This is an optimization exercise on Yosys and OpenROAD, whose aim is small area, not a production implementation.
Function was checked by simulation only, so behaviour that the tests miss may differ from the original.
Power and IR drop assume default switching activity.

===== design/flow/design.v =====
module g_a2111oi_0(input A1, input A2, input B1, input C1, input D1, output Y);
    assign Y = (~A1&~B1&~C1&~D1) | (~A2&~B1&~C1&~D1);
endmodule
module g_a211o_1(input A1, input A2, input B1, input C1, output X);
    assign X = (A1&A2) | (B1) | (C1);
endmodule
module g_a211oi_1(input A1, input A2, input B1, input C1, output Y);
    assign Y = (~A1&~B1&~C1) | (~A2&~B1&~C1);
endmodule
module g_a21boi_0(input A1, input A2, input B1_N, output Y);
    assign Y = (~A1&B1_N) | (~A2&B1_N);
endmodule
module g_a21oi_1(input A1, input A2, input B1, output Y);
    assign Y = (~A1&~B1) | (~A2&~B1);
endmodule
module g_a221o_1(input A1, input A2, input B1, input B2, input C1, output X);
    assign X = (B1&B2) | (A1&A2) | (C1);
endmodule
module g_a22oi_1(input A1, input A2, input B1, input B2, output Y);
    assign Y = (~A1&~B1) | (~A1&~B2) | (~A2&~B1) | (~A2&~B2);
endmodule
module g_a311oi_1(input A1, input A2, input A3, input B1, input C1, output Y);
    assign Y = (~A1&~B1&~C1) | (~A2&~B1&~C1) | (~A3&~B1&~C1);
endmodule
module g_a31oi_1(input A1, input A2, input A3, input B1, output Y);
    assign Y = (~A1&~B1) | (~A2&~B1) | (~A3&~B1);
endmodule
module g_a32oi_1(input A1, input A2, input A3, input B1, input B2, output Y);
    assign Y = (~A1&~B1) | (~A1&~B2) | (~A2&~B1) | (~A3&~B1) | (~A2&~B2) | (~A3&~B2);
endmodule
module g_and2_1(input A, input B, output X);
    assign X = (A&B);
endmodule
module g_and3_1(input A, input B, input C, output X);
    assign X = (A&B&C);
endmodule
module g_clkinv_1(input A, output Y);
    assign Y = (~A);
endmodule
module g_nand2_1(input A, input B, output Y);
    assign Y = (~A) | (~B);
endmodule
module g_nand2b_1(input A_N, input B, output Y);
    assign Y = (A_N) | (~B);
endmodule
module g_nand3_1(input A, input B, input C, output Y);
    assign Y = (~A) | (~B) | (~C);
endmodule
module g_nand4_1(input A, input B, input C, input D, output Y);
    assign Y = (~A) | (~B) | (~C) | (~D);
endmodule
module g_nand4b_1(input A_N, input B, input C, input D, output Y);
    assign Y = (A_N) | (~B) | (~C) | (~D);
endmodule
module g_nor2_1(input A, input B, output Y);
    assign Y = (~A&~B);
endmodule
module g_nor3_1(input A, input B, input C, output Y);
    assign Y = (~A&~B&~C);
endmodule
module g_nor3b_1(input A, input B, input C_N, output Y);
    assign Y = (~A&~B&C_N);
endmodule
module g_nor4_1(input A, input B, input C, input D, output Y);
    assign Y = (~A&~B&~C&~D);
endmodule
module g_o211ai_1(input A1, input A2, input B1, input C1, output Y);
    assign Y = (~A1&~A2) | (~B1) | (~C1);
endmodule
module g_o21a_1(input A1, input A2, input B1, output X);
    assign X = (A1&B1) | (A2&B1);
endmodule
module g_o21ai_0(input A1, input A2, input B1, output Y);
    assign Y = (~A1&~A2) | (~B1);
endmodule
module g_o21bai_1(input A1, input A2, input B1_N, output Y);
    assign Y = (~A1&~A2) | (B1_N);
endmodule
module g_o22a_1(input A1, input A2, input B1, input B2, output X);
    assign X = (A1&B1) | (A2&B1) | (A1&B2) | (A2&B2);
endmodule
module g_o22ai_1(input A1, input A2, input B1, input B2, output Y);
    assign Y = (~B1&~B2) | (~A1&~A2);
endmodule
module g_o31ai_1(input A1, input A2, input A3, input B1, output Y);
    assign Y = (~A1&~A2&~A3) | (~B1);
endmodule
module g_o41ai_1(input A1, input A2, input A3, input A4, input B1, output Y);
    assign Y = (~A1&~A2&~A3&~A4) | (~B1);
endmodule
module g_or2_0(input A, input B, output X);
    assign X = (A) | (B);
endmodule
module g_or4_1(input A, input B, input C, input D, output X);
    assign X = (A) | (B) | (C) | (D);
endmodule
module DEC(ql, qh, reset, nc12, clr, wrap, rstn, hen, LCD_E, LCD_RS, SF_D);
    input [11:0] ql;
    input [8:0] qh;
    input reset;
    input nc12;
    output clr;
    output wrap;
    output rstn;
    output hen;
    output LCD_E;
    output LCD_RS;
    output [3:0] SF_D;
    wire _000_;
    wire _001_;
    wire _002_;
    wire _003_;
    wire _004_;
    wire _005_;
    wire _006_;
    wire _007_;
    wire _008_;
    wire _009_;
    wire _010_;
    wire _011_;
    wire _012_;
    wire _013_;
    wire _014_;
    wire _015_;
    wire _016_;
    wire _017_;
    wire _018_;
    wire _019_;
    wire _020_;
    wire _021_;
    wire _022_;
    wire _023_;
    wire _024_;
    wire _025_;
    wire _026_;
    wire _027_;
    wire _028_;
    wire _029_;
    wire _030_;
    wire _031_;
    wire _032_;
    wire _033_;
    wire _034_;
    wire _035_;
    wire _036_;
    wire _037_;
    wire _038_;
    wire _039_;
    wire _040_;
    wire _041_;
    wire _042_;
    wire _043_;
    wire _044_;
    wire _045_;
    wire _046_;
    wire _047_;
    wire _048_;
    wire _049_;
    wire _050_;
    wire _051_;
    wire _052_;
    wire _053_;
    wire _054_;
    wire _055_;
    wire _056_;
    wire _057_;
    wire _058_;
    wire _059_;
    wire _060_;
    wire _061_;
    wire _062_;
    wire _063_;
    wire _064_;
    wire _065_;
    wire _066_;
    wire _067_;
    wire _068_;
    wire _069_;
    wire _070_;
    wire _071_;
    wire _072_;
    wire _073_;
    wire _074_;
    wire _075_;
    wire _076_;
    wire _077_;
    wire _078_;
    wire _079_;
    wire _080_;
    wire _081_;
    wire _082_;
    wire _083_;
    wire _084_;
    wire _085_;
    wire _086_;
    wire _087_;
    wire _088_;
    wire _089_;
    wire _090_;
    wire _091_;
    wire _092_;
    wire _093_;
    wire _094_;
    wire _095_;
    wire _096_;
    wire _097_;
    wire _098_;
    g_clkinv_1 d_099_ (.A(qh[5]), .Y(_034_));
    g_nor2_1 d_100_ (.A(qh[6]), .B(_034_), .Y(_035_));
    g_clkinv_1 d_101_ (.A(qh[3]), .Y(_036_));
    g_nand2_1 d_102_ (.A(qh[2]), .B(_036_), .Y(_037_));
    g_clkinv_1 d_103_ (.A(qh[4]), .Y(_038_));
    g_and3_1 d_104_ (.A(qh[8]), .B(_037_), .C(_038_), .X(_039_));
    g_nand2_1 d_105_ (.A(_035_), .B(_039_), .Y(_040_));
    g_clkinv_1 d_106_ (.A(qh[1]), .Y(_041_));
    g_nor2_1 d_107_ (.A(qh[2]), .B(_036_), .Y(_042_));
    g_clkinv_1 d_108_ (.A(_042_), .Y(_043_));
    g_nor2_1 d_109_ (.A(_041_), .B(_043_), .Y(_044_));
    g_nor2_1 d_110_ (.A(_040_), .B(_044_), .Y(_045_));
    g_nor2_1 d_111_ (.A(qh[1]), .B(qh[4]), .Y(_046_));
    g_nor2_1 d_112_ (.A(_034_), .B(_038_), .Y(_047_));
    g_clkinv_1 d_113_ (.A(qh[6]), .Y(_048_));
    g_or2_0 d_114_ (.A(qh[7]), .B(_048_), .X(_049_));
    g_nor4_1 d_115_ (.A(_046_), .B(_047_), .C(_037_), .D(_049_), .Y(_050_));
    g_clkinv_1 d_116_ (.A(qh[0]), .Y(_051_));
    g_nor2_1 d_117_ (.A(_048_), .B(qh[4]), .Y(_052_));
    g_nor2_1 d_118_ (.A(qh[3]), .B(_052_), .Y(_053_));
    g_a211oi_1 d_119_ (.A1(qh[3]), .A2(_052_), .B1(_053_), .C1(_042_), .Y(_054_));
    g_nor2_1 d_120_ (.A(qh[5]), .B(qh[4]), .Y(_055_));
    g_nor2_1 d_121_ (.A(qh[2]), .B(_055_), .Y(_056_));
    g_a21oi_1 d_122_ (.A1(qh[2]), .A2(_053_), .B1(_056_), .Y(_057_));
    g_o21ai_0 d_123_ (.A1(qh[4]), .A2(_057_), .B1(_036_), .Y(_058_));
    g_nor3b_1 d_124_ (.A(qh[1]), .B(_054_), .C_N(_058_), .Y(_059_));
    g_nor2_1 d_125_ (.A(_041_), .B(_058_), .Y(_060_));
    g_nor2_1 d_126_ (.A(qh[6]), .B(_042_), .Y(_061_));
    g_o21ai_0 d_127_ (.A1(_038_), .A2(_061_), .B1(_051_), .Y(_062_));
    g_a221o_1 d_128_ (.A1(_041_), .A2(_054_), .B1(_043_), .B2(_055_), .C1(_062_), .X(_063_));
    g_o31ai_1 d_129_ (.A1(_051_), .A2(_059_), .A3(_060_), .B1(_063_), .Y(_064_));
    g_o21ai_0 d_130_ (.A1(_045_), .A2(_050_), .B1(_064_), .Y(_065_));
    g_nand2_1 d_131_ (.A(qh[0]), .B(_036_), .Y(_066_));
    g_nand2_1 d_132_ (.A(_051_), .B(_042_), .Y(_067_));
    g_nor2_1 d_133_ (.A(qh[1]), .B(qh[3]), .Y(_068_));
    g_o21ai_0 d_134_ (.A1(qh[6]), .A2(_034_), .B1(qh[8]), .Y(_069_));
    g_a21oi_1 d_135_ (.A1(_047_), .A2(_068_), .B1(_069_), .Y(_070_));
    g_a31oi_1 d_136_ (.A1(_039_), .A2(_066_), .A3(_067_), .B1(_070_), .Y(_071_));
    g_clkinv_1 d_137_ (.A(ql[1]), .Y(_072_));
    g_clkinv_1 d_138_ (.A(ql[3]), .Y(_073_));
    g_nand3_1 d_139_ (.A(_072_), .B(ql[2]), .C(_073_), .Y(_074_));
    g_clkinv_1 d_140_ (.A(_074_), .Y(_075_));
    g_clkinv_1 d_141_ (.A(ql[0]), .Y(_076_));
    g_clkinv_1 d_142_ (.A(ql[11]), .Y(_077_));
    g_o41ai_1 d_143_ (.A1(_072_), .A2(_076_), .A3(_073_), .A4(ql[2]), .B1(_077_), .Y(_078_));
    g_nand4_1 d_144_ (.A(ql[10]), .B(ql[8]), .C(ql[6]), .D(ql[4]), .Y(_079_));
    g_or4_1 d_145_ (.A(ql[5]), .B(ql[7]), .C(ql[9]), .D(_079_), .X(_080_));
    g_a2111oi_0 d_146_ (.A1(_065_), .A2(_071_), .B1(_075_), .C1(_078_), .D1(_080_), .Y(LCD_E));
    g_or2_0 d_147_ (.A(ql[4]), .B(_076_), .X(_081_));
    g_nor3b_1 d_148_ (.A(ql[2]), .B(_081_), .C_N(ql[7]), .Y(_082_));
    g_a32oi_1 d_149_ (.A1(_050_), .A2(_082_), .A3(_041_), .B1(ql[1]), .B2(_070_), .Y(_083_));
    g_a21oi_1 d_150_ (.A1(_051_), .A2(_083_), .B1(ql[6]), .Y(_084_));
    g_nand2b_1 d_151_ (.A_N(ql[8]), .B(ql[9]), .Y(_085_));
    g_nor2_1 d_152_ (.A(_043_), .B(_040_), .Y(_086_));
    g_nand4b_1 d_153_ (.A_N(_085_), .B(_086_), .C(qh[1]), .D(_082_), .Y(_087_));
    g_nand2_1 d_154_ (.A(ql[5]), .B(ql[7]), .Y(_088_));
    g_or2_0 d_155_ (.A(ql[10]), .B(ql[6]), .X(_089_));
    g_nor3_1 d_156_ (.A(_085_), .B(_088_), .C(_089_), .Y(_090_));
    g_clkinv_1 d_157_ (.A(_090_), .Y(_091_));
    g_nor2_1 d_158_ (.A(_072_), .B(_091_), .Y(_092_));
    g_o211ai_1 d_159_ (.A1(ql[0]), .A2(_043_), .B1(_045_), .C1(_092_), .Y(_093_));
    g_nand2_1 d_160_ (.A(_087_), .B(_093_), .Y(_094_));
    g_o21ai_0 d_161_ (.A1(qh[1]), .A2(qh[3]), .B1(_072_), .Y(_095_));
    g_nand2_1 d_162_ (.A(_068_), .B(_081_), .Y(_096_));
    g_nor3_1 d_163_ (.A(_072_), .B(_091_), .C(_069_), .Y(_097_));
    g_a311oi_1 d_164_ (.A1(_095_), .A2(_096_), .A3(_045_), .B1(_051_), .C1(_097_), .Y(_098_));
    g_o31ai_1 d_165_ (.A1(_073_), .A2(_089_), .A3(_087_), .B1(_098_), .Y(_000_));
    g_o21ai_0 d_166_ (.A1(_084_), .A2(_094_), .B1(_000_), .Y(_001_));
    g_clkinv_1 d_167_ (.A(_001_), .Y(wrap));
    g_nor2_1 d_168_ (.A(_048_), .B(qh[1]), .Y(_002_));
    g_a32oi_1 d_169_ (.A1(qh[8]), .A2(_002_), .A3(_053_), .B1(nc12), .B2(_001_), .Y(hen));
    g_clkinv_1 d_170_ (.A(reset), .Y(rstn));
    g_nand2_1 d_171_ (.A(rstn), .B(_001_), .Y(clr));
    g_nor2_1 d_172_ (.A(_041_), .B(_038_), .Y(_003_));
    g_o21ai_0 d_173_ (.A1(_002_), .A2(_003_), .B1(qh[2]), .Y(_004_));
    g_nor2_1 d_174_ (.A(qh[6]), .B(_051_), .Y(_005_));
    g_a21oi_1 d_175_ (.A1(qh[6]), .A2(_051_), .B1(_046_), .Y(_006_));
    g_a221o_1 d_176_ (.A1(qh[3]), .A2(_005_), .B1(qh[5]), .B2(_036_), .C1(_006_), .X(_007_));
    g_nor2_1 d_177_ (.A(qh[0]), .B(_046_), .Y(_008_));
    g_a21oi_1 d_178_ (.A1(_048_), .A2(_003_), .B1(_008_), .Y(_009_));
    g_o21ai_0 d_179_ (.A1(qh[6]), .A2(_055_), .B1(qh[2]), .Y(_010_));
    g_nor2_1 d_180_ (.A(qh[0]), .B(_041_), .Y(_011_));
    g_a21oi_1 d_181_ (.A1(qh[0]), .A2(_041_), .B1(_011_), .Y(_012_));
    g_nor2_1 d_182_ (.A(_010_), .B(_012_), .Y(_013_));
    g_a311oi_1 d_183_ (.A1(qh[0]), .A2(_003_), .A3(_010_), .B1(_036_), .C1(_013_), .Y(_014_));
    g_or2_0 d_184_ (.A(_009_), .B(_014_), .X(_015_));
    g_or2_0 d_185_ (.A(_071_), .B(_092_), .X(_016_));
    g_a31oi_1 d_186_ (.A1(_004_), .A2(_007_), .A3(_015_), .B1(_016_), .Y(SF_D[2]));
    g_o211ai_1 d_187_ (.A1(ql[1]), .A2(ql[0]), .B1(qh[0]), .C1(_090_), .Y(_017_));
    g_o21a_1 d_188_ (.A1(_042_), .A2(_035_), .B1(_011_), .X(_018_));
    g_a31oi_1 d_189_ (.A1(_068_), .A2(_005_), .A3(qh[2]), .B1(_018_), .Y(_019_));
    g_nor3_1 d_190_ (.A(_017_), .B(_019_), .C(_038_), .Y(_020_));
    g_a311oi_1 d_191_ (.A1(_038_), .A2(_044_), .A3(_017_), .B1(_069_), .C1(_020_), .Y(LCD_RS));
    g_nor2_1 d_192_ (.A(_080_), .B(_074_), .Y(_021_));
    g_a31oi_1 d_193_ (.A1(_077_), .A2(_011_), .A3(_021_), .B1(_037_), .Y(_022_));
    g_nor3_1 d_194_ (.A(_034_), .B(qh[4]), .C(_022_), .Y(_023_));
    g_nand2_1 d_195_ (.A(qh[1]), .B(_086_), .Y(_024_));
    g_o21ai_0 d_196_ (.A1(_049_), .A2(_023_), .B1(_024_), .Y(_025_));
    g_a21oi_1 d_197_ (.A1(_091_), .A2(_086_), .B1(_025_), .Y(_026_));
    g_o21ai_0 d_198_ (.A1(_064_), .A2(_016_), .B1(_026_), .Y(SF_D[1]));
    g_o22a_1 d_199_ (.A1(_043_), .A2(_015_), .B1(qh[4]), .B2(_019_), .X(_027_));
    g_nor2_1 d_200_ (.A(_016_), .B(_027_), .Y(SF_D[3]));
    g_a21boi_0 d_201_ (.A1(_039_), .A2(_021_), .B1_N(_016_), .Y(_028_));
    g_nor2_1 d_202_ (.A(qh[2]), .B(_052_), .Y(_029_));
    g_a22oi_1 d_203_ (.A1(_051_), .A2(_029_), .B1(_034_), .B2(_042_), .Y(_030_));
    g_nor2_1 d_204_ (.A(_046_), .B(_029_), .Y(_031_));
    g_o22ai_1 d_205_ (.A1(_062_), .A2(_057_), .B1(_066_), .B2(_031_), .Y(_032_));
    g_o22a_1 d_206_ (.A1(qh[1]), .A2(_030_), .B1(_014_), .B2(_032_), .X(_033_));
    g_o21bai_1 d_207_ (.A1(_028_), .A2(_033_), .B1_N(_025_), .Y(SF_D[0]));
endmodule
module LCD(
    input clock,
    input reset,
    output LCD_E,
    output LCD_RS,
    output LCD_RW,
    output [3:0] SF_D,
    output SF_CE0
    );
    assign SF_CE0 = 1'b1;
    assign LCD_RW = 1'b0;
    reg [11:0] lo;
    reg [9-1:0] hi;
    wire [11:0] lo_d;
    wire [9-1:0] hi_d;
    wire clr, wrap, rstn, hen;
    wire lnc2;
    wire lxn1;
    wire lc3;
    wire lt2;
    wire lnc4;
    wire lxn3;
    wire lc5;
    wire lnc6;
    wire lxn5;
    wire lc7;
    wire lt6;
    wire lnc8;
    wire lxn7;
    wire lc9;
    wire lnc10;
    wire lxn9;
    wire lc11;
    wire lt10;
    wire lnc12;
    wire lxn11;
    wire hnc1;
    wire hxn0;
    wire hc2;
    wire hnc3;
    wire hxn2;
    wire hc4;
    wire hnc5;
    wire hxn4;
    wire hc6;
    wire hnc7;
    wire hxn6;
    wire hc8;
    wire hnc9;
    wire hxn8;
    g_nor2_1 c1(.A(clr), .B(lo[0]), .Y(lo_d[0]));
    g_nand2_1 c2(.A(lo[1]), .B(lo[0]), .Y(lnc2));
    g_o21ai_0 c3(.A1(lo[1]), .A2(lo[0]), .B1(lnc2), .Y(lxn1));
    g_o21ai_0 c4(.A1(wrap), .A2(lxn1), .B1(rstn), .Y(lo_d[1]));
    g_nor2_1 c5(.A(lo[2]), .B(lnc2), .Y(lc3));
    g_a211o_1 c6(.A1(lo[2]), .A2(lnc2), .B1(lc3), .C1(wrap), .X(lt2));
    g_and2_1 c7(.A(lt2), .B(rstn), .X(lo_d[2]));
    g_nand2_1 c8(.A(lo[3]), .B(lc3), .Y(lnc4));
    g_o21ai_0 c9(.A1(lo[3]), .A2(lc3), .B1(lnc4), .Y(lxn3));
    g_o21ai_0 c10(.A1(wrap), .A2(lxn3), .B1(rstn), .Y(lo_d[3]));
    g_nor2_1 c11(.A(lo[4]), .B(lnc4), .Y(lc5));
    g_a211o_1 c12(.A1(lo[4]), .A2(lnc4), .B1(lc5), .C1(clr), .X(lo_d[4]));
    g_nand2_1 c13(.A(lo[5]), .B(lc5), .Y(lnc6));
    g_o21ai_0 c14(.A1(lo[5]), .A2(lc5), .B1(lnc6), .Y(lxn5));
    g_nor2_1 c15(.A(clr), .B(lxn5), .Y(lo_d[5]));
    g_nor2_1 c16(.A(lo[6]), .B(lnc6), .Y(lc7));
    g_a211o_1 c17(.A1(lo[6]), .A2(lnc6), .B1(lc7), .C1(wrap), .X(lt6));
    g_and2_1 c18(.A(lt6), .B(rstn), .X(lo_d[6]));
    g_nand2_1 c19(.A(lo[7]), .B(lc7), .Y(lnc8));
    g_o21ai_0 c20(.A1(lo[7]), .A2(lc7), .B1(lnc8), .Y(lxn7));
    g_nor2_1 c21(.A(clr), .B(lxn7), .Y(lo_d[7]));
    g_nor2_1 c22(.A(lo[8]), .B(lnc8), .Y(lc9));
    g_a211o_1 c23(.A1(lo[8]), .A2(lnc8), .B1(lc9), .C1(clr), .X(lo_d[8]));
    g_nand2_1 c24(.A(lo[9]), .B(lc9), .Y(lnc10));
    g_o21ai_0 c25(.A1(lo[9]), .A2(lc9), .B1(lnc10), .Y(lxn9));
    g_o21ai_0 c26(.A1(wrap), .A2(lxn9), .B1(rstn), .Y(lo_d[9]));
    g_nor2_1 c27(.A(lo[10]), .B(lnc10), .Y(lc11));
    g_a211o_1 c28(.A1(lo[10]), .A2(lnc10), .B1(lc11), .C1(wrap), .X(lt10));
    g_and2_1 c29(.A(lt10), .B(rstn), .X(lo_d[10]));
    g_nand2_1 c30(.A(lo[11]), .B(lc11), .Y(lnc12));
    g_o21ai_0 c31(.A1(lo[11]), .A2(lc11), .B1(lnc12), .Y(lxn11));
    g_o21ai_0 c32(.A1(wrap), .A2(lxn11), .B1(rstn), .Y(lo_d[11]));
    g_nand2_1 c33(.A(hi[0]), .B(hen), .Y(hnc1));
    g_o21ai_0 c34(.A1(hi[0]), .A2(hen), .B1(hnc1), .Y(hxn0));
    g_nor2_1 c35(.A(reset), .B(hxn0), .Y(hi_d[0]));
    g_nor2_1 c36(.A(hi[1]), .B(hnc1), .Y(hc2));
    g_a211o_1 c37(.A1(hi[1]), .A2(hnc1), .B1(hc2), .C1(reset), .X(hi_d[1]));
    g_nand2_1 c38(.A(hi[2]), .B(hc2), .Y(hnc3));
    g_o21ai_0 c39(.A1(hi[2]), .A2(hc2), .B1(hnc3), .Y(hxn2));
    g_nand2_1 c40(.A(rstn), .B(hxn2), .Y(hi_d[2]));
    g_nor2_1 c41(.A(hi[3]), .B(hnc3), .Y(hc4));
    g_a211o_1 c42(.A1(hi[3]), .A2(hnc3), .B1(hc4), .C1(reset), .X(hi_d[3]));
    g_nand2_1 c43(.A(hi[4]), .B(hc4), .Y(hnc5));
    g_o21ai_0 c44(.A1(hi[4]), .A2(hc4), .B1(hnc5), .Y(hxn4));
    g_nand2_1 c45(.A(rstn), .B(hxn4), .Y(hi_d[4]));
    g_nor2_1 c46(.A(hi[5]), .B(hnc5), .Y(hc6));
    g_a211o_1 c47(.A1(hi[5]), .A2(hnc5), .B1(hc6), .C1(reset), .X(hi_d[5]));
    g_nand2_1 c48(.A(hi[6]), .B(hc6), .Y(hnc7));
    g_o21ai_0 c49(.A1(hi[6]), .A2(hc6), .B1(hnc7), .Y(hxn6));
    g_nor2_1 c50(.A(reset), .B(hxn6), .Y(hi_d[6]));
    g_nor2_1 c51(.A(hi[7]), .B(hnc7), .Y(hc8));
    g_a211o_1 c52(.A1(hi[7]), .A2(hnc7), .B1(hc8), .C1(reset), .X(hi_d[7]));
    g_nand2_1 c53(.A(hi[8]), .B(hc8), .Y(hnc9));
    g_o21ai_0 c54(.A1(hi[8]), .A2(hc8), .B1(hnc9), .Y(hxn8));
    g_nor2_1 c55(.A(reset), .B(hxn8), .Y(hi_d[8]));
    DEC dec(.ql(lo), .qh(hi), .reset(reset), .nc12(lnc12), .clr(clr), .wrap(wrap), .rstn(rstn), .hen(hen), .LCD_E(LCD_E), .LCD_RS(LCD_RS), .SF_D(SF_D));
    always @(posedge clock) begin
        lo <= lo_d;
        hi <= hi_d;
    end
endmodule

===== design/flow/flow/run.sh =====
#!/bin/bash
set -euo pipefail
bash standard.sh synth > synth.log 2>&1
R=orfs/results/sky130hd/LCD/base
cp $R/1_2_yosys.v 1_2_yosys.standard.v
sed -E -f flow/downsize.sed 1_2_yosys.standard.v > $R/1_2_yosys.v
diff 1_2_yosys.standard.v $R/1_2_yosys.v > downsize.diff.log || true
export BUFFER_PORTS_ARGS="-buffer_cell sky130_fd_sc_hd__buf_1"
bash standard.sh > layout.log 2>&1

===== design/flow/flow/downsize.sed =====
s/\bsky130_fd_sc_hd__a2111o_2\b/sky130_fd_sc_hd__a2111o_1/g
s/\bsky130_fd_sc_hd__a2111o_4\b/sky130_fd_sc_hd__a2111o_1/g
s/\bsky130_fd_sc_hd__a2111oi_1\b/sky130_fd_sc_hd__a2111oi_0/g
s/\bsky130_fd_sc_hd__a2111oi_2\b/sky130_fd_sc_hd__a2111oi_0/g
s/\bsky130_fd_sc_hd__a2111oi_4\b/sky130_fd_sc_hd__a2111oi_0/g
s/\bsky130_fd_sc_hd__a211o_2\b/sky130_fd_sc_hd__a211o_1/g
s/\bsky130_fd_sc_hd__a211o_4\b/sky130_fd_sc_hd__a211o_1/g
s/\bsky130_fd_sc_hd__a211oi_2\b/sky130_fd_sc_hd__a211oi_1/g
s/\bsky130_fd_sc_hd__a211oi_4\b/sky130_fd_sc_hd__a211oi_1/g
s/\bsky130_fd_sc_hd__a21bo_4\b/sky130_fd_sc_hd__a21bo_1/g
s/\bsky130_fd_sc_hd__a21boi_2\b/sky130_fd_sc_hd__a21boi_0/g
s/\bsky130_fd_sc_hd__a21boi_4\b/sky130_fd_sc_hd__a21boi_0/g
s/\bsky130_fd_sc_hd__a21o_2\b/sky130_fd_sc_hd__a21o_1/g
s/\bsky130_fd_sc_hd__a21o_4\b/sky130_fd_sc_hd__a21o_1/g
s/\bsky130_fd_sc_hd__a21oi_2\b/sky130_fd_sc_hd__a21oi_1/g
s/\bsky130_fd_sc_hd__a21oi_4\b/sky130_fd_sc_hd__a21oi_1/g
s/\bsky130_fd_sc_hd__a221o_2\b/sky130_fd_sc_hd__a221o_1/g
s/\bsky130_fd_sc_hd__a221o_4\b/sky130_fd_sc_hd__a221o_1/g
s/\bsky130_fd_sc_hd__a221oi_2\b/sky130_fd_sc_hd__a221oi_1/g
s/\bsky130_fd_sc_hd__a221oi_4\b/sky130_fd_sc_hd__a221oi_1/g
s/\bsky130_fd_sc_hd__a22o_2\b/sky130_fd_sc_hd__a22o_1/g
s/\bsky130_fd_sc_hd__a22o_4\b/sky130_fd_sc_hd__a22o_1/g
s/\bsky130_fd_sc_hd__a22oi_2\b/sky130_fd_sc_hd__a22oi_1/g
s/\bsky130_fd_sc_hd__a22oi_4\b/sky130_fd_sc_hd__a22oi_1/g
s/\bsky130_fd_sc_hd__a2bb2o_2\b/sky130_fd_sc_hd__a2bb2o_1/g
s/\bsky130_fd_sc_hd__a2bb2o_4\b/sky130_fd_sc_hd__a2bb2o_1/g
s/\bsky130_fd_sc_hd__a2bb2oi_2\b/sky130_fd_sc_hd__a2bb2oi_1/g
s/\bsky130_fd_sc_hd__a2bb2oi_4\b/sky130_fd_sc_hd__a2bb2oi_1/g
s/\bsky130_fd_sc_hd__a311o_2\b/sky130_fd_sc_hd__a311o_1/g
s/\bsky130_fd_sc_hd__a311o_4\b/sky130_fd_sc_hd__a311o_1/g
s/\bsky130_fd_sc_hd__a311oi_2\b/sky130_fd_sc_hd__a311oi_1/g
s/\bsky130_fd_sc_hd__a311oi_4\b/sky130_fd_sc_hd__a311oi_1/g
s/\bsky130_fd_sc_hd__a31o_4\b/sky130_fd_sc_hd__a31o_1/g
s/\bsky130_fd_sc_hd__a31oi_2\b/sky130_fd_sc_hd__a31oi_1/g
s/\bsky130_fd_sc_hd__a31oi_4\b/sky130_fd_sc_hd__a31oi_1/g
s/\bsky130_fd_sc_hd__a32o_2\b/sky130_fd_sc_hd__a32o_1/g
s/\bsky130_fd_sc_hd__a32o_4\b/sky130_fd_sc_hd__a32o_1/g
s/\bsky130_fd_sc_hd__a32oi_2\b/sky130_fd_sc_hd__a32oi_1/g
s/\bsky130_fd_sc_hd__a32oi_4\b/sky130_fd_sc_hd__a32oi_1/g
s/\bsky130_fd_sc_hd__a41o_2\b/sky130_fd_sc_hd__a41o_1/g
s/\bsky130_fd_sc_hd__a41o_4\b/sky130_fd_sc_hd__a41o_1/g
s/\bsky130_fd_sc_hd__a41oi_2\b/sky130_fd_sc_hd__a41oi_1/g
s/\bsky130_fd_sc_hd__a41oi_4\b/sky130_fd_sc_hd__a41oi_1/g
s/\bsky130_fd_sc_hd__and2_2\b/sky130_fd_sc_hd__and2_0/g
s/\bsky130_fd_sc_hd__and2_4\b/sky130_fd_sc_hd__and2_0/g
s/\bsky130_fd_sc_hd__and2b_2\b/sky130_fd_sc_hd__and2b_1/g
s/\bsky130_fd_sc_hd__and2b_4\b/sky130_fd_sc_hd__and2b_1/g
s/\bsky130_fd_sc_hd__and3_2\b/sky130_fd_sc_hd__and3_1/g
s/\bsky130_fd_sc_hd__and3_4\b/sky130_fd_sc_hd__and3_1/g
s/\bsky130_fd_sc_hd__and3b_2\b/sky130_fd_sc_hd__and3b_1/g
s/\bsky130_fd_sc_hd__and3b_4\b/sky130_fd_sc_hd__and3b_1/g
s/\bsky130_fd_sc_hd__and4_2\b/sky130_fd_sc_hd__and4_1/g
s/\bsky130_fd_sc_hd__and4_4\b/sky130_fd_sc_hd__and4_1/g
s/\bsky130_fd_sc_hd__and4b_2\b/sky130_fd_sc_hd__and4b_1/g
s/\bsky130_fd_sc_hd__and4b_4\b/sky130_fd_sc_hd__and4b_1/g
s/\bsky130_fd_sc_hd__and4bb_4\b/sky130_fd_sc_hd__and4bb_1/g
s/\bsky130_fd_sc_hd__inv_4\b/sky130_fd_sc_hd__inv_1/g
s/\bsky130_fd_sc_hd__inv_6\b/sky130_fd_sc_hd__inv_1/g
s/\bsky130_fd_sc_hd__inv_8\b/sky130_fd_sc_hd__inv_1/g
s/\bsky130_fd_sc_hd__inv_12\b/sky130_fd_sc_hd__inv_1/g
s/\bsky130_fd_sc_hd__inv_16\b/sky130_fd_sc_hd__inv_1/g
s/\bsky130_fd_sc_hd__maj3_2\b/sky130_fd_sc_hd__maj3_1/g
s/\bsky130_fd_sc_hd__maj3_4\b/sky130_fd_sc_hd__maj3_1/g
s/\bsky130_fd_sc_hd__mux2_4\b/sky130_fd_sc_hd__mux2_1/g
s/\bsky130_fd_sc_hd__mux2_8\b/sky130_fd_sc_hd__mux2_1/g
s/\bsky130_fd_sc_hd__mux2i_2\b/sky130_fd_sc_hd__mux2i_1/g
s/\bsky130_fd_sc_hd__mux2i_4\b/sky130_fd_sc_hd__mux2i_1/g
s/\bsky130_fd_sc_hd__mux4_4\b/sky130_fd_sc_hd__mux4_2/g
s/\bsky130_fd_sc_hd__mux4_1\b/sky130_fd_sc_hd__mux4_2/g
s/\bsky130_fd_sc_hd__nand2_2\b/sky130_fd_sc_hd__nand2_1/g
s/\bsky130_fd_sc_hd__nand2_4\b/sky130_fd_sc_hd__nand2_1/g
s/\bsky130_fd_sc_hd__nand2_8\b/sky130_fd_sc_hd__nand2_1/g
s/\bsky130_fd_sc_hd__nand2b_2\b/sky130_fd_sc_hd__nand2b_1/g
s/\bsky130_fd_sc_hd__nand2b_4\b/sky130_fd_sc_hd__nand2b_1/g
s/\bsky130_fd_sc_hd__nand3_2\b/sky130_fd_sc_hd__nand3_1/g
s/\bsky130_fd_sc_hd__nand3_4\b/sky130_fd_sc_hd__nand3_1/g
s/\bsky130_fd_sc_hd__nand3b_2\b/sky130_fd_sc_hd__nand3b_1/g
s/\bsky130_fd_sc_hd__nand3b_4\b/sky130_fd_sc_hd__nand3b_1/g
s/\bsky130_fd_sc_hd__nand4_2\b/sky130_fd_sc_hd__nand4_1/g
s/\bsky130_fd_sc_hd__nand4_4\b/sky130_fd_sc_hd__nand4_1/g
s/\bsky130_fd_sc_hd__nand4b_2\b/sky130_fd_sc_hd__nand4b_1/g
s/\bsky130_fd_sc_hd__nand4b_4\b/sky130_fd_sc_hd__nand4b_1/g
s/\bsky130_fd_sc_hd__nand4bb_2\b/sky130_fd_sc_hd__nand4bb_1/g
s/\bsky130_fd_sc_hd__nand4bb_4\b/sky130_fd_sc_hd__nand4bb_1/g
s/\bsky130_fd_sc_hd__nor2_2\b/sky130_fd_sc_hd__nor2_1/g
s/\bsky130_fd_sc_hd__nor2_4\b/sky130_fd_sc_hd__nor2_1/g
s/\bsky130_fd_sc_hd__nor2_8\b/sky130_fd_sc_hd__nor2_1/g
s/\bsky130_fd_sc_hd__nor2b_2\b/sky130_fd_sc_hd__nor2b_1/g
s/\bsky130_fd_sc_hd__nor2b_4\b/sky130_fd_sc_hd__nor2b_1/g
s/\bsky130_fd_sc_hd__nor3_2\b/sky130_fd_sc_hd__nor3_1/g
s/\bsky130_fd_sc_hd__nor3_4\b/sky130_fd_sc_hd__nor3_1/g
s/\bsky130_fd_sc_hd__nor3b_2\b/sky130_fd_sc_hd__nor3b_1/g
s/\bsky130_fd_sc_hd__nor3b_4\b/sky130_fd_sc_hd__nor3b_1/g
s/\bsky130_fd_sc_hd__nor4_2\b/sky130_fd_sc_hd__nor4_1/g
s/\bsky130_fd_sc_hd__nor4_4\b/sky130_fd_sc_hd__nor4_1/g
s/\bsky130_fd_sc_hd__nor4b_2\b/sky130_fd_sc_hd__nor4b_1/g
s/\bsky130_fd_sc_hd__nor4b_4\b/sky130_fd_sc_hd__nor4b_1/g
s/\bsky130_fd_sc_hd__nor4bb_2\b/sky130_fd_sc_hd__nor4bb_1/g
s/\bsky130_fd_sc_hd__nor4bb_4\b/sky130_fd_sc_hd__nor4bb_1/g
s/\bsky130_fd_sc_hd__o2111a_2\b/sky130_fd_sc_hd__o2111a_1/g
s/\bsky130_fd_sc_hd__o2111a_4\b/sky130_fd_sc_hd__o2111a_1/g
s/\bsky130_fd_sc_hd__o2111ai_2\b/sky130_fd_sc_hd__o2111ai_1/g
s/\bsky130_fd_sc_hd__o2111ai_4\b/sky130_fd_sc_hd__o2111ai_1/g
s/\bsky130_fd_sc_hd__o211a_4\b/sky130_fd_sc_hd__o211a_1/g
s/\bsky130_fd_sc_hd__o211ai_2\b/sky130_fd_sc_hd__o211ai_1/g
s/\bsky130_fd_sc_hd__o211ai_4\b/sky130_fd_sc_hd__o211ai_1/g
s/\bsky130_fd_sc_hd__o21a_2\b/sky130_fd_sc_hd__o21a_1/g
s/\bsky130_fd_sc_hd__o21a_4\b/sky130_fd_sc_hd__o21a_1/g
s/\bsky130_fd_sc_hd__o21ai_2\b/sky130_fd_sc_hd__o21ai_0/g
s/\bsky130_fd_sc_hd__o21ai_4\b/sky130_fd_sc_hd__o21ai_0/g
s/\bsky130_fd_sc_hd__o21ba_4\b/sky130_fd_sc_hd__o21ba_1/g
s/\bsky130_fd_sc_hd__o21bai_2\b/sky130_fd_sc_hd__o21bai_1/g
s/\bsky130_fd_sc_hd__o21bai_4\b/sky130_fd_sc_hd__o21bai_1/g
s/\bsky130_fd_sc_hd__o221a_4\b/sky130_fd_sc_hd__o221a_1/g
s/\bsky130_fd_sc_hd__o221ai_2\b/sky130_fd_sc_hd__o221ai_1/g
s/\bsky130_fd_sc_hd__o221ai_4\b/sky130_fd_sc_hd__o221ai_1/g
s/\bsky130_fd_sc_hd__o22a_2\b/sky130_fd_sc_hd__o22a_1/g
s/\bsky130_fd_sc_hd__o22a_4\b/sky130_fd_sc_hd__o22a_1/g
s/\bsky130_fd_sc_hd__o22ai_2\b/sky130_fd_sc_hd__o22ai_1/g
s/\bsky130_fd_sc_hd__o22ai_4\b/sky130_fd_sc_hd__o22ai_1/g
s/\bsky130_fd_sc_hd__o2bb2a_2\b/sky130_fd_sc_hd__o2bb2a_1/g
s/\bsky130_fd_sc_hd__o2bb2a_4\b/sky130_fd_sc_hd__o2bb2a_1/g
s/\bsky130_fd_sc_hd__o2bb2ai_2\b/sky130_fd_sc_hd__o2bb2ai_1/g
s/\bsky130_fd_sc_hd__o2bb2ai_4\b/sky130_fd_sc_hd__o2bb2ai_1/g
s/\bsky130_fd_sc_hd__o311a_2\b/sky130_fd_sc_hd__o311a_1/g
s/\bsky130_fd_sc_hd__o311a_4\b/sky130_fd_sc_hd__o311a_1/g
s/\bsky130_fd_sc_hd__o311ai_2\b/sky130_fd_sc_hd__o311ai_0/g
s/\bsky130_fd_sc_hd__o311ai_4\b/sky130_fd_sc_hd__o311ai_0/g
s/\bsky130_fd_sc_hd__o31a_2\b/sky130_fd_sc_hd__o31a_1/g
s/\bsky130_fd_sc_hd__o31a_4\b/sky130_fd_sc_hd__o31a_1/g
s/\bsky130_fd_sc_hd__o31ai_2\b/sky130_fd_sc_hd__o31ai_1/g
s/\bsky130_fd_sc_hd__o31ai_4\b/sky130_fd_sc_hd__o31ai_1/g
s/\bsky130_fd_sc_hd__o32a_2\b/sky130_fd_sc_hd__o32a_1/g
s/\bsky130_fd_sc_hd__o32a_4\b/sky130_fd_sc_hd__o32a_1/g
s/\bsky130_fd_sc_hd__o32ai_2\b/sky130_fd_sc_hd__o32ai_1/g
s/\bsky130_fd_sc_hd__o32ai_4\b/sky130_fd_sc_hd__o32ai_1/g
s/\bsky130_fd_sc_hd__o41a_2\b/sky130_fd_sc_hd__o41a_1/g
s/\bsky130_fd_sc_hd__o41a_4\b/sky130_fd_sc_hd__o41a_1/g
s/\bsky130_fd_sc_hd__o41ai_2\b/sky130_fd_sc_hd__o41ai_1/g
s/\bsky130_fd_sc_hd__o41ai_4\b/sky130_fd_sc_hd__o41ai_1/g
s/\bsky130_fd_sc_hd__or2_4\b/sky130_fd_sc_hd__or2_0/g
s/\bsky130_fd_sc_hd__or2b_2\b/sky130_fd_sc_hd__or2b_1/g
s/\bsky130_fd_sc_hd__or2b_4\b/sky130_fd_sc_hd__or2b_1/g
s/\bsky130_fd_sc_hd__or3_2\b/sky130_fd_sc_hd__or3_1/g
s/\bsky130_fd_sc_hd__or3_4\b/sky130_fd_sc_hd__or3_1/g
s/\bsky130_fd_sc_hd__or3b_4\b/sky130_fd_sc_hd__or3b_1/g
s/\bsky130_fd_sc_hd__or4_2\b/sky130_fd_sc_hd__or4_1/g
s/\bsky130_fd_sc_hd__or4_4\b/sky130_fd_sc_hd__or4_1/g
s/\bsky130_fd_sc_hd__or4b_4\b/sky130_fd_sc_hd__or4b_1/g
s/\bsky130_fd_sc_hd__or4bb_2\b/sky130_fd_sc_hd__or4bb_1/g
s/\bsky130_fd_sc_hd__or4bb_4\b/sky130_fd_sc_hd__or4bb_1/g
s/\bsky130_fd_sc_hd__xnor2_2\b/sky130_fd_sc_hd__xnor2_1/g
s/\bsky130_fd_sc_hd__xnor2_4\b/sky130_fd_sc_hd__xnor2_1/g
s/\bsky130_fd_sc_hd__xnor3_2\b/sky130_fd_sc_hd__xnor3_1/g
s/\bsky130_fd_sc_hd__xnor3_4\b/sky130_fd_sc_hd__xnor3_1/g
s/\bsky130_fd_sc_hd__xor2_2\b/sky130_fd_sc_hd__xor2_1/g
s/\bsky130_fd_sc_hd__xor2_4\b/sky130_fd_sc_hd__xor2_1/g
s/\bsky130_fd_sc_hd__xor3_2\b/sky130_fd_sc_hd__xor3_1/g
s/\bsky130_fd_sc_hd__xor3_4\b/sky130_fd_sc_hd__xor3_1/g

===== design/flow/standard.sh =====
#!/bin/bash
# synth_recipe.tcl (not shown) runs the flow's synth.tcl, then flattens the netlist and writes it again
# the make line also repeats each setting of config.mk as NAME=value (left out here)
make -C /OpenROAD-flow-scripts/flow DESIGN_CONFIG=/design/flow/config.mk WORK_HOME=/design/flow/orfs CLKGATE_MAP_FILE= SYNTH_SCRIPT=/design/flow/synth_recipe.tcl "${@:-finish}"

===== design/flow/config.mk =====
export PLATFORM = sky130hd
export DESIGN_NAME = LCD
export DESIGN_NICKNAME = LCD
export VERILOG_FILES = /design/flow/design.v
export SDC_FILE = /design/flow/constraint.sdc
export NUM_CORES = 4
export LEC_CHECK = 0
export CAP_MARGIN = 20
export CORE_MARGIN = 2
export CORE_UTILIZATION = 60
export SLEW_MARGIN = 20
export SYNTH_HIERARCHICAL = 1

===== design/flow/constraint.sdc =====
create_clock -name core_clock -period 20.0 [get_ports {clock}]
set_input_delay 4.0000 -clock core_clock [delete_from_list [all_inputs] [get_ports {clock}]]
set_output_delay 4.0000 -clock core_clock [all_outputs]
set_load 0.01 [all_outputs]

==> impl_metrics.env, run 1 <==
export IMPL_startpoint_type="flip-flop"
export IMPL_clk_latency_ps=300
export IMPL_crit_fanout=9
export IMPL_detail_route_first_pass_iterations=8
export IMPL_synthCells=189
export IMPL_postCtsHoldBufs=0
export IMPL_grt_remaining_overflow=0
export IMPL_core_area_mm2=0.00200
export IMPL_fin_worst_skew_ps=6.28
export IMPL_place_detailed_instances=221
export IMPL_clk_pin_slew_ps=100
export IMPL_multiInputGateArea_um2=808
export IMPL_totalWireLength_mm=3.56
export IMPL_grt_pass1_vias=1344
export IMPL_drive_above_1_share_pct=1.52
export IMPL_ff_latch_area_um2=420
export IMPL_die_height_um=50.5
export IMPL_critPathRequiredTime_ps=16000
export IMPL_detailed_place_hpwl_mm=2.61
export IMPL_hold_path_startpoint="hi[7]$_DFF_P_"
export IMPL_timing_hold_worst_path_depth=1
export IMPL_cts_repair_resized=0
export IMPL_finalNetCount=201
export IMPL_yosysWarningCount=7
export IMPL_final_min_clock_period_ps=6810
export IMPL_mappedNetlistArea_mm2=0.00130
export IMPL_data_arrival_time_of_the_critical_path_ps=2810
export IMPL_layout_area_overhead_vs_synth_pct=5.49
export IMPL_timing_worst_setup_path_type="flip-flop to primary output"
export IMPL_synthesis_nets=191
export IMPL_grt_most_used_layer="met2"
export IMPL_period_share_pct=34.0
export IMPL_nFillCells=178
export IMPL_globalRouteTotalUtil_pct=30.0
export IMPL_grt_met3_usage_pct=4.76
export IMPL_grt_util_met2_pct=45.2
export IMPL_ff2ff_path_depth=23
export IMPL_grt_antenna_before_repair=0
export IMPL_worstPathCellList="inv_1, nor2_1, nor2_1, a21oi_1, o21ai_1, nor3b_1, o31ai_1, o21ai_1, a2111oi_0, buf_1"
export IMPL_post_layout_nonfiller_instances=225
export IMPL_dr_total_vias=1495
export IMPL_fin_setup_tns_ps=0
export IMPL_grt_max_degree=12
export IMPL_hold_path_class="flip-flop to flip-flop"
export IMPL_post_cts_buffers=0
export IMPL_r2r_setup_slack_ps=15900
export IMPL_syn_mean_instance_area_um2=6.88
export IMPL_max_clock_freq_ghz=0.147
export IMPL_drt_drc_violations_left=0
export IMPL_clock_tree_from_tritoncts="done"
export IMPL_run_status="finished clean"
export IMPL_cts_num_sinks=21
export IMPL_finalMaxSlewViolations=0
export IMPL_wire_length_per_cell_after_detailed_routing_um=15.8
export IMPL_use_met1_pct=42.0
export IMPL_port_buffers=7
export IMPL_cts_buffer_depth=2
export IMPL_initial_core_util_pct=64.9
export IMPL_dieArea_mm2=0.00255
export IMPL_diodes=0
export IMPL_place_gp_congestion=1.01
export IMPL_clock_tree_htree_level_count=1
export IMPL_cts_root_buf="clkbuf_4"
export IMPL_count_of_final_setup_violators=0
export IMPL_rr_endpoint="hi[8]$_DFF_P_"
export IMPL_rsz0062_at_grt="no"
export IMPL_worst_r2r_startpoint="lo[1]$_DFF_P_"
export IMPL_dieWidth_um=50.5
export IMPL_worst_hold_path_endpoint="hi[7]$_DFF_P_"
export IMPL_power_density_cell_area_mw_per_mm2=59.3
export IMPL_maximum_ir_drop_on_the_vdd_rail_v=0.0000488
export IMPL_finalHoldViolCount=0
export IMPL_total_number_of_placement_rows=16
export IMPL_top_level_ports=10
export IMPL_timing_critical_path_to_type="primary output"
export IMPL_crit_slowest_cell="dfxtp_1"
export IMPL_drtAntennaViolNets=0
export IMPL_cap_viol_max_count=0
export IMPL_drt_iter0_drc=135
export IMPL_viasPerCell=6.64
export IMPL_hold_worst_slack_ps=516
export IMPL_cellLeakagePower_nw=0.526
export IMPL_cts_made_buffers=3
export IMPL_grt_pass1_wl_mm=5.97
export IMPL_critPathMaxStageDelay_ps=490
==> layer usage <==
layer	wire length [um]	part of all wire [%]	vias up
met5	0	0	-
met4	90	2.5	0
met2	1580	44	130
li1	-	-	695
met3	398	11	25
met1	1500	42	645
==> how the worst max path moves through the flow <==
stage	from	end	slack, ps	depth (start not counted)
detailed placement	hi[6]$_DFF_P_	LCD_E	13610	10
global route	hi[6]$_DFF_P_	LCD_E	12860	10
finish	hi[6]$_DFF_P_	LCD_E	13200	10
floorplan	hi[6]$_DFF_P_	LCD_E	13800	9
CTS	hi[6]$_DFF_P_	LCD_E	13270	10
global placement	hi[6]$_DFF_P_	LCD_E	13720	10
==> layout by cell type, fill, tap and decap left out, types with 2 or more instances in the layout <==
master	n
dfxtp_1	21
a21oi_1	7
buf_1	7
or2_1	5
a211o_1	9
a311oi_1	3
a32oi_1	2
nor2_1	40
a31oi_1	4
o211ai_1	2
o21ai_1	25
nor3_1	4
clkbuf_4	3
nor3b_1	2
a221o_1	2
nand2_1	22
conb_1	2
o31ai_1	2
inv_1	15
and2_1	3
o22a_1	2
==> worst max-delay path: cells and delay by family, from the launching register on <==
| family | cells | cell delay [ps] |
|---|---|---|
| buffers and inverters | 2 | 330 |
| AND/OR/NAND/NOR | 3 | 450 |
| flip-flops | 1 | 490 |
| AO/OA/AOI/OAI | 5 | 1230 |
==> sequential cells by signal (all words and copies together) (netlist names) <==
register,flops
lo,12
hi,9
==> power by group <==
part / switching, mW / internal (mW)
registers: 0.00375 / 0.0447
clock network: 0.0123 / 0.00778
logic: 0.00782 / 0.00506
total: 0.0239 / 0.0575
==> layout make-up <==
class	count	area share [%]
clock buffers	4	1.92
well taps	27	2.46
multi-input cells	151	58.9
repair buffers	7	1.92
inverters	15	4.11
flip-flops and latches	21	30.7
==> through the flow <==
stage | instance area, um^2 | setup slack, ps | util (%) | total power [mW]
finish | 1370 | 13200 | 68.5 | 0.0814
global route | 1370 | 12860 | 68.5 | 0.0851
CTS | 1370 | 13270 | 68.5 | 0.0807
detailed placement | 1350 | 13610 | 67.2 | 0.0615
global placement | 1350 | 13720 | 67.2 | 0.0609
floorplan | 1300 | 13800 | - | 0.0582
==> inputs of run 2 (changes only) <==
--- a/design/flow/config.mk
+++ b/design/flow/config.mk
@@ -7,6 +7,6 @@
 export LEC_CHECK = 0
 export CAP_MARGIN = 20
 export CORE_MARGIN = 2
-export CORE_UTILIZATION = 60
+export CORE_UTILIZATION = 40
 export SLEW_MARGIN = 20
 export SYNTH_HIERARCHICAL = 1
==> impl_metrics.env, run 2 <==
export IMPL_cts_num_sinks=21
export IMPL_synthCells=189
export IMPL_cp_delay_by_family_top="compound AO/OA/AOI/OAI gates"
export IMPL_dr_total_vias=1381
export IMPL_drtAntennaViolNets=0
export IMPL_grt_pass1_vias=1203
export IMPL_drt_iter0_drc=119
export IMPL_finalHoldViolCount=0
export IMPL_synthesis_nets=191
export IMPL_cellLeakagePower_nw=0.525
export IMPL_grt_remaining_overflow=0
export IMPL_hold_path_class="flip-flop to flip-flop"
export IMPL_top_level_ports=10
export IMPL_startpoint_type="flip-flop"
export IMPL_finalNetCount=201
export IMPL_totalWireLength_mm=3.34
export IMPL_period_share_pct=34.1
export IMPL_fin_worst_skew_ps=3.06
export IMPL_globalRouteTotalUtil_pct=19.1
export IMPL_drive_above_1_share_pct=2.02
export IMPL_layout_area_overhead_vs_synth_pct=7.41
export IMPL_p_seq_share_pct=59.4
export IMPL_clkPwrFrac_pct=25.2
export IMPL_largest_register="lo"
export IMPL_critPathRequiredTime_ps=16000
export IMPL_data_arrival_time_of_the_critical_path_ps=2820
export IMPL_internal_power_mw=0.0574
export IMPL_clock_tree_from_tritoncts="done"
export IMPL_clk_pin_slew_ps=120
export IMPL_critPathMaxStageDelay_ps=510
export IMPL_final_min_clock_period_ps=6820
export IMPL_layout_cells_most_common="nor2_1"
export IMPL_port_buffers=7
export IMPL_reg_largest_list="lo x12, hi x9"
export IMPL_grt_antenna_before_repair=0
export IMPL_power_switching_mw=0.0242
export IMPL_yosysWarningCount=7
export IMPL_rr_endpoint="hi[8]$_DFF_P_"
export IMPL_cts_root_buf="clkbuf_4"
export IMPL_place_detailed_instances=238
export IMPL_worst_r2r_startpoint="lo[0]$_DFF_P_"
export IMPL_cts_buffer_depth=2
export IMPL_worst_hold_path_endpoint="lo[0]$_DFF_P_"
export IMPL_mappedNetlistArea_mm2=0.00130
export IMPL_cts_made_buffers=3
export IMPL_run_status="finished clean"
export IMPL_grt_max_degree=14
export IMPL_viasPerCell=5.71
export IMPL_clk_latency_ps=300
export IMPL_cap_viol_max_count=0
export IMPL_nFillCells=323
export IMPL_crit_fanout=9
export IMPL_syn_mean_instance_area_um2=6.88
export IMPL_dieArea_mm2=0.00372
export IMPL_detailed_place_hpwl_mm=2.56
export IMPL_diodes=0
export IMPL_mostFrequentLayoutCells="nor2_1 (40), o21ai_1 (25), nand2_1 (22), dfxtp_1 (21), inv_1 (15)"
export IMPL_core_area_mm2=0.00308
export IMPL_count_of_final_setup_violators=0
export IMPL_maximum_ir_drop_on_the_vdd_rail_v=0.0000405
export IMPL_grt_pass1_wl_mm=5.44
export IMPL_total_number_of_placement_rows=20
export IMPL_timing_critical_path_to_type="primary output"
export IMPL_rsz0062_at_grt="no"
export IMPL_r2r_setup_slack_ps=16100
export IMPL_post_cts_buffers=0
export IMPL_postCtsHoldBufs=0
export IMPL_fin_setup_tns_ps=0
export IMPL_finalMaxSlewViolations=0
export IMPL_power_density_cell_area_mw_per_mm2=58.4
export IMPL_clock_tree_htree_level_count=1
export IMPL_drt_drc_violations_left=0
export IMPL_largest_register_ffs=12
export IMPL_crit_slowest_cell="dfxtp_1"
export IMPL_cp_num_buf_inv=2
export IMPL_power_switching_fraction_pct=29.7
export IMPL_post_dp_cell_area_mm2=0.00137
export IMPL_place_gp_congestion=0.929
export IMPL_timing_hold_worst_path_depth=1
export IMPL_initial_core_util_pct=42.2
export IMPL_hold_path_startpoint="lo[0]$_DFF_P_"
export IMPL_timing_worst_setup_path_type="flip-flop to primary output"
export IMPL_die_height_um=61.0
export IMPL_dieWidth_um=61.0
export IMPL_max_clock_freq_ghz=0.147
export IMPL_post_layout_nonfiller_instances=242
export IMPL_ff2ff_path_depth=23
export IMPL_final_cell_area_mm2=0.00140
export IMPL_share_comb_of_total_power_pct=15.4
export IMPL_detail_route_first_pass_iterations=5
export IMPL_worstPathCellList="inv_1, nor2_1, nor2_1, a21oi_1, o21ai_1, nor3b_1, o31ai_1, o21ai_1, a2111oi_0, buf_1"
export IMPL_cts_repair_resized=0
export IMPL_wire_length_per_cell_after_detailed_routing_um=13.8
## run 2: how the worst max path moves through the flow
| stage | from | depth (start not counted) | endpoint | slack (ps) |
|---|---|---|---|---|
| after floorplan | hi[6]$_DFF_P_ | 9 | LCD_E | 13800 |
| after global placement | hi[6]$_DFF_P_ | 10 | LCD_E | 13710 |
| after detailed placement | hi[6]$_DFF_P_ | 10 | LCD_E | 13630 |
| after CTS | hi[6]$_DFF_P_ | 10 | LCD_E | 13250 |
| after global routing | hi[6]$_DFF_P_ | 10 | LCD_E | 12960 |
| final | hi[6]$_DFF_P_ | 10 | LCD_E | 13180 |
## run 2: through the flow
| stage | worst slack, ps | power [mW] | hold slack (ps) | utilization, % |
|---|---|---|---|---|
| floorplan | 13800 | 0.0582 | 448 | - |
| global placement | 13710 | 0.0614 | 489 | 44.4 |
| detailed placement | 13630 | 0.0616 | 491 | 44.4 |
| CTS | 13250 | 0.0823 | 519 | 45.4 |
| global route | 12960 | 0.0859 | 547 | 45.4 |
| finish | 13180 | 0.0816 | 521 | 45.4 |
## run 2: cell type report
| type | instances | area (um^2) | area share (%) |
|---|---|---|---|
| clock buffers | 3 | 22.5 | 1.61 |
| clock inverters | 1 | 7.51 | 0.538 |
| inverters | 15 | 56.3 | 4.03 |
| multi-input cells | 151 | 808 | 57.9 |
| flip-flops and latches | 21 | 420 | 30.1 |
| well taps | 44 | 55.1 | 3.94 |
| repair buffers | 7 | 26.3 | 1.88 |
## run 2: worst register-to-register path: stages (launching register included)
cell and delay (ps):
dfxtp_1 450, nand2_1 130, nor2_1 200, nand2_1 120, nor2_1 180, nand2_1 110, nor2_1 190, nand2_1 110
nor2_1 190, nand2_1 110, nor2_1 200, nand2_1 110, a32oi_1 260, nand2_1 130, nor2_1 190, nand2_1 110
nor2_1 190, nand2_1 120, nor2_1 190, nand2_1 110, nor2_1 190, nand2_1 70, o21ai_1 90, nor2_1 60
## run 2: power by group through the flow
stage / Clock [mW] / Combinational, mW / Sequential, mW
finish: 0.0206 / 0.0125 / 0.0485
CTS: 0.0216 / 0.0123 / 0.0484
floorplan: 0 / 0.0101 / 0.0481
global route: 0.0228 / 0.0142 / 0.0489
global placement: 0 / 0.0121 / 0.0493
detailed placement: 0 / 0.0122 / 0.0493
## run 2: layer usage
layer | track usage [%] | part of all wire [%]
met5 | 0 | 0
met4 | 4.66 | 1.3
met3 | 4.20 | 6.8
met2 | 29.8 | 44
met1 | 27.0 | 48
==> inputs of run 3 (changes only) <==
--- a/design/flow/flow/run.sh
+++ b/design/flow/flow/run.sh
@@ -6,4 +6,5 @@
 sed -E -f flow/downsize.sed 1_2_yosys.standard.v > $R/1_2_yosys.v
 diff 1_2_yosys.standard.v $R/1_2_yosys.v > downsize.diff.log || true
 export BUFFER_PORTS_ARGS="-buffer_cell sky130_fd_sc_hd__buf_1"
+export CTS_ARGS="-repair_clock_nets -buf_list sky130_fd_sc_hd__clkbuf_8 -root_buf sky130_fd_sc_hd__clkbuf_8"
 bash standard.sh > layout.log 2>&1
==> impl_metrics.env, run 3 <==
export IMPL_setup_slack_ps=13270
export IMPL_maximum_ir_drop_on_the_vdd_rail_v=0.0000463
export IMPL_fin_worst_skew_ps=2.04
export IMPL_finalHoldViolCount=0
export IMPL_crit_slowest_cell="dfxtp_1"
export IMPL_largest_register="lo"
export IMPL_data_arrival_time_of_the_critical_path_ps=2730
export IMPL_nFillCells=318
export IMPL_hold_worst_slack_ps=508
export IMPL_drt_iter0_drc=135
export IMPL_finalMaxSlewViolations=0
export IMPL_core_area_mm2=0.00308
export IMPL_cts_repair_resized=0
export IMPL_dieWidth_um=61.0
export IMPL_yosysWarningCount=7
export IMPL_mappedNetlistArea_mm2=0.00130
export IMPL_crit_fanout=9
export IMPL_final_min_clock_period_ps=6730
export IMPL_post_dp_cell_area_mm2=0.00137
export IMPL_clkPwrFrac_pct=31.2
export IMPL_p_seq_share_pct=54.7
export IMPL_power_switching_mw=0.0247
export IMPL_hold_path_class="flip-flop to flip-flop"
export IMPL_globalRouteTotalUtil_pct=19.1
export IMPL_layout_area_overhead_vs_synth_pct=8.85
export IMPL_detailed_place_hpwl_mm=2.56
export IMPL_cellLeakagePower_nw=0.533
export IMPL_timing_critical_path_to_type="primary output"
export IMPL_run_status="finished clean"
export IMPL_grt_pass1_vias=1214
export IMPL_period_share_pct=33.6
export IMPL_cp_delay_by_family_top="compound AO/OA/AOI/OAI gates"
export IMPL_reg_largest_list="lo x12, hi x9"
export IMPL_clock_tree_from_tritoncts="done"
export IMPL_final_cell_area_mm2=0.00142
export IMPL_fin_total_pwr_mw=0.0885
export IMPL_wire_length_per_cell_after_detailed_routing_um=13.6
export IMPL_clk_pin_slew_ps=80
export IMPL_fin_setup_tns_ps=0
export IMPL_timing_worst_setup_path_type="flip-flop to primary output"
export IMPL_share_comb_of_total_power_pct=14.1
export IMPL_power_switching_fraction_pct=27.9
export IMPL_cts_buffer_depth=2
export IMPL_multiInputGateArea_um2=808
export IMPL_detail_route_first_pass_iterations=4
export IMPL_synthesis_nets=191
export IMPL_drt_drc_violations_left=0
export IMPL_clock_tree_htree_level_count=1
export IMPL_grt_pass1_wl_mm=5.47
export IMPL_hold_path_startpoint="lo[0]$_DFF_P_"
export IMPL_initial_core_util_pct=42.2
export IMPL_grt_antenna_before_repair=0
export IMPL_post_cts_buffers=0
export IMPL_max_clock_freq_ghz=0.149
export IMPL_port_buffers=7
export IMPL_internal_power_mw=0.0638
export IMPL_mostFrequentLayoutCells="nor2_1 (40), o21ai_1 (25), nand2_1 (22), dfxtp_1 (21), inv_1 (15)"
export IMPL_cts_root_buf="clkbuf_8"
export IMPL_grt_max_degree=14
export IMPL_postCtsHoldBufs=0
export IMPL_worst_r2r_startpoint="lo[0]$_DFF_P_"
export IMPL_cts_made_buffers=3
export IMPL_die_height_um=61.0
export IMPL_finalNetCount=201
export IMPL_grt_remaining_overflow=0
export IMPL_worstPathCellList="inv_1, nor2_1, nor2_1, a21oi_1, o21ai_1, nor3b_1, o31ai_1, o21ai_1, a2111oi_0, buf_1"
export IMPL_clk_latency_ps=250
export IMPL_viasPerCell=5.71
export IMPL_cap_viol_max_count=0
export IMPL_totalWireLength_mm=3.29
export IMPL_dieArea_mm2=0.00372
export IMPL_syn_mean_instance_area_um2=6.88
export IMPL_top_level_ports=10
export IMPL_layout_cells_most_common="nor2_1"
export IMPL_place_gp_congestion=0.929
export IMPL_cp_num_buf_inv=2
export IMPL_power_density_cell_area_mw_per_mm2=62.5
export IMPL_ff_latch_area_um2=420
export IMPL_count_of_final_setup_violators=0
export IMPL_critPathMaxStageDelay_ps=500
export IMPL_cts_num_sinks=21
export IMPL_drive_above_1_share_pct=2.02
export IMPL_critPathRequiredTime_ps=16000
export IMPL_pre_cts_ws_ps=13630
export IMPL_largest_register_ffs=12
export IMPL_rsz0062_at_grt="no"
export IMPL_drtAntennaViolNets=0
export IMPL_crit_start="hi[6]$_DFF_P_"
export IMPL_dr_total_vias=1381
export IMPL_diodes=0
export IMPL_startpoint_type="flip-flop"
export IMPL_synthCells=189
export IMPL_total_number_of_placement_rows=20
==> run 3: worst paths after layout <==
path,endpoint,slack (ps),cells after the start
setup reg to reg,hi[8]$_DFF_P_,16130,23
setup / recovery,LCD_E,13270,10
hold reg to reg,lo[0]$_DFF_P_,510,1
hold / removal,lo[0]$_DFF_P_,510,1
==> run 3: layout make-up <==
cell class,count,area share [%]
inverters,15,3.98
clock inverters,1,0.531
repair buffers,7,1.86
clock buffers,3,2.92
well taps,44,3.89
multi-input cells,151,57.1
flip-flops and latches,21,29.7
==> run 3: power by group through the flow <==
| stage | Sequential (mW) | Combinational (mW) | Clock (mW) |
|---|---|---|---|
| final | 0.0484 | 0.0125 | 0.0276 |
| after global routing | 0.0489 | 0.0142 | 0.0302 |
| after CTS | 0.0484 | 0.0123 | 0.0287 |
| after detailed placement | 0.0493 | 0.0122 | 0 |
| after global placement | 0.0493 | 0.0121 | 0 |
| after floorplan | 0.0481 | 0.0101 | 0 |
==> run 3: per-layer routing <==
metal / part of all wire, % / track usage [%] / up-vias
met4: 2.0 / 4.97 / 0
met3: 6.7 / 3.78 / 10
li1: - / - / 702
met1: 48 / 27.0 / 611
met5: 0 / 0 / -
met2: 44 / 30.0 / 58
==> run 3: metrics by stage <==
stage          instances  util (%)
2_1_floorplan        189         -
3_5_place_dp         238      44.4
3_3_place_gp         238      44.4
4_1_cts              242      46.0
5_1_grt              242      46.0
6_report             242      46.0
==> inputs of run 4 (changes only) <==
==> design/flow/flow/run.sh (replaced) <==
#!/bin/bash
set -euo pipefail
bash standard.sh synth > synth.log 2>&1
R=orfs/results/sky130hd/LCD/base
cp $R/1_2_yosys.v 1_2_yosys.standard.v
sed -E -f flow/downsize.sed 1_2_yosys.standard.v > $R/1_2_yosys.v
diff 1_2_yosys.standard.v $R/1_2_yosys.v > downsize.diff.log || true
export BUFFER_PORTS_ARGS="-buffer_cell sky130_fd_sc_hd__buf_1"
export CTS_ARGS="-sink_clustering_enable -repair_clock_nets -sink_clustering_size 30 -sink_clustering_max_diameter 200 -buf_list sky130_fd_sc_hd__clkbuf_4"
bash standard.sh > layout.log 2>&1
==> impl_metrics.env, run 4 <==
export IMPL_run_status="finished clean"
export IMPL_synthesis_nets=191
export IMPL_clock_tree_from_tritoncts="done"
export IMPL_viasPerCell=5.71
export IMPL_rsz0062_at_grt="no"
export IMPL_port_buffers=7
export IMPL_cellLeakagePower_nw=0.525
export IMPL_core_area_mm2=0.00308
export IMPL_fin_setup_tns_ps=0
export IMPL_timing_critical_path_to_type="primary output"
export IMPL_hold_path_class="flip-flop to flip-flop"
export IMPL_fin_worst_skew_ps=3.06
export IMPL_startpoint_type="flip-flop"
export IMPL_power_switching_mw=0.0242
export IMPL_wire_length_per_cell_after_detailed_routing_um=13.8
export IMPL_detail_route_first_pass_iterations=5
export IMPL_p_seq_share_pct=59.4
export IMPL_syn_mean_instance_area_um2=6.88
export IMPL_cts_num_sinks=21
export IMPL_count_of_final_setup_violators=0
export IMPL_crit_fanout=9
export IMPL_largest_register="lo"
export IMPL_cts_made_buffers=3
export IMPL_cts_buffer_depth=2
export IMPL_max_clock_freq_ghz=0.147
export IMPL_power_switching_fraction_pct=29.7
export IMPL_drive_above_1_share_pct=2.02
export IMPL_cts_root_buf="clkbuf_4"
export IMPL_cap_viol_max_count=0
export IMPL_clock_tree_htree_level_count=1
export IMPL_post_dp_cell_area_mm2=0.00137
export IMPL_finalHoldViolCount=0
export IMPL_dieArea_mm2=0.00372
export IMPL_power_density_cell_area_mw_per_mm2=58.4
export IMPL_cts_repair_resized=0
export IMPL_yosysWarningCount=7
export IMPL_diodes=0
export IMPL_place_gp_congestion=0.929
export IMPL_drtAntennaViolNets=0
export IMPL_grt_remaining_overflow=0
export IMPL_mappedNetlistArea_mm2=0.00130
export IMPL_globalRouteTotalUtil_pct=19.1
export IMPL_postCtsHoldBufs=0
export IMPL_post_cts_buffers=0
export IMPL_finalNetCount=201
export IMPL_layout_area_overhead_vs_synth_pct=7.41
export IMPL_synthCells=189
export IMPL_layout_cells_most_common="nor2_1"
export IMPL_largest_register_ffs=12
export IMPL_fin_total_pwr_mw=0.0816
export IMPL_period_share_pct=34.1
export IMPL_internal_power_mw=0.0574
export IMPL_mostFrequentLayoutCells="nor2_1 (40), o21ai_1 (25), nand2_1 (22), dfxtp_1 (21), inv_1 (15)"
export IMPL_dr_total_vias=1381
export IMPL_final_cell_area_mm2=0.00140
export IMPL_finalMaxSlewViolations=0
export IMPL_die_height_um=61.0
export IMPL_reg_largest_list="lo x12, hi x9"
export IMPL_initial_core_util_pct=42.2
export IMPL_clkPwrFrac_pct=25.2
export IMPL_data_arrival_time_of_the_critical_path_ps=2820
export IMPL_nFillCells=323
export IMPL_drt_iter0_drc=119
export IMPL_clk_latency_ps=300
export IMPL_total_number_of_placement_rows=20
export IMPL_grt_antenna_before_repair=0
export IMPL_timing_worst_setup_path_type="flip-flop to primary output"
export IMPL_top_level_ports=10
export IMPL_critPathRequiredTime_ps=16000
export IMPL_final_min_clock_period_ps=6820
export IMPL_grt_pass1_wl_mm=5.44
export IMPL_maximum_ir_drop_on_the_vdd_rail_v=0.0000405
export IMPL_detailed_place_hpwl_mm=2.56
export IMPL_grt_max_degree=14
export IMPL_clk_pin_slew_ps=120
export IMPL_grt_pass1_vias=1203
export IMPL_totalWireLength_mm=3.34
export IMPL_share_comb_of_total_power_pct=15.4
export IMPL_dieWidth_um=61.0
export IMPL_drt_drc_violations_left=0
==> run 4: changes by cell type in the layout (fill, tap and decap cells not counted) <==
| cell | previous run | this run |
|---|---|---|
| clkbuf_4 | 0 | 3 |
| clkbuf_8 | 3 | 0 |
==> run 4: power groups by stage <==
stage                     clock network (mW)  registers, mW  logic, mW
after global routing                  0.0228         0.0489     0.0142
after CTS                             0.0216         0.0484     0.0123
after floorplan                            0         0.0481     0.0101
after detailed placement                   0         0.0493     0.0122
final                                 0.0206         0.0485     0.0125
after global placement                     0         0.0493     0.0121
==> run 4: final cells by class <==
class	count	area (um^2)	share of cell area [%]
multi-input cells	151	808	57.9
well taps	44	55.1	3.94
clock buffers	3	22.5	1.61
clock inverters	1	7.51	0.538
inverters	15	56.3	4.03
flip-flops and latches	21	420	30.1
repair buffers	7	26.3	1.88
==> run 4: through the flow <==
step,utilization (%),cells,worst slack (ps),hold slack (ps)
2_1_floorplan,-,189,13800,448
3_3_place_gp,44.4,238,13710,489
3_5_place_dp,44.4,238,13630,491
4_1_cts,45.4,242,13250,519
5_1_grt,45.4,242,12960,547
6_report,45.4,242,13180,521
==> run 4: path summary, 6_finish.rpt <==
path	from	to	slack, ps	cells after the start
min reg2reg	lo[0]$_DFF_P_	lo[0]$_DFF_P_	520	1
min	lo[0]$_DFF_P_	lo[0]$_DFF_P_	520	1
max	hi[6]$_DFF_P_	LCD_E	13180	10
max reg2reg	lo[0]$_DFF_P_	hi[8]$_DFF_P_	16100	23
==> run 4: worst max-delay path: stages (launching register included) <==
cell	delay, ps
dfxtp_1	510
inv_1	130
nor2_1	180
nor2_1	110
a21oi_1	200
o21ai_1	110
nor3b_1	160
o31ai_1	410
o21ai_1	120
a2111oi_0	390
buf_1	200
==> run 4: layer usage <==
metal | part of all wire, % | up-vias | track usage, %
li1 | - | 696 | -
met1 | 48 | 612 | 27.0
met2 | 44 | 65 | 29.8
met3 | 6.8 | 8 | 4.20
met4 | 1.3 | 0 | 4.66
met5 | 0 | - | 0

Setup slack of run 4, layout unchanged: 13.181 ns with ideal ports, 13.161 ns with driving cells assumed (clock clkbuf_16, inputs buf_2), 13.479 ns with port delays also shifted by the 0.319 ns mid clock arrival.
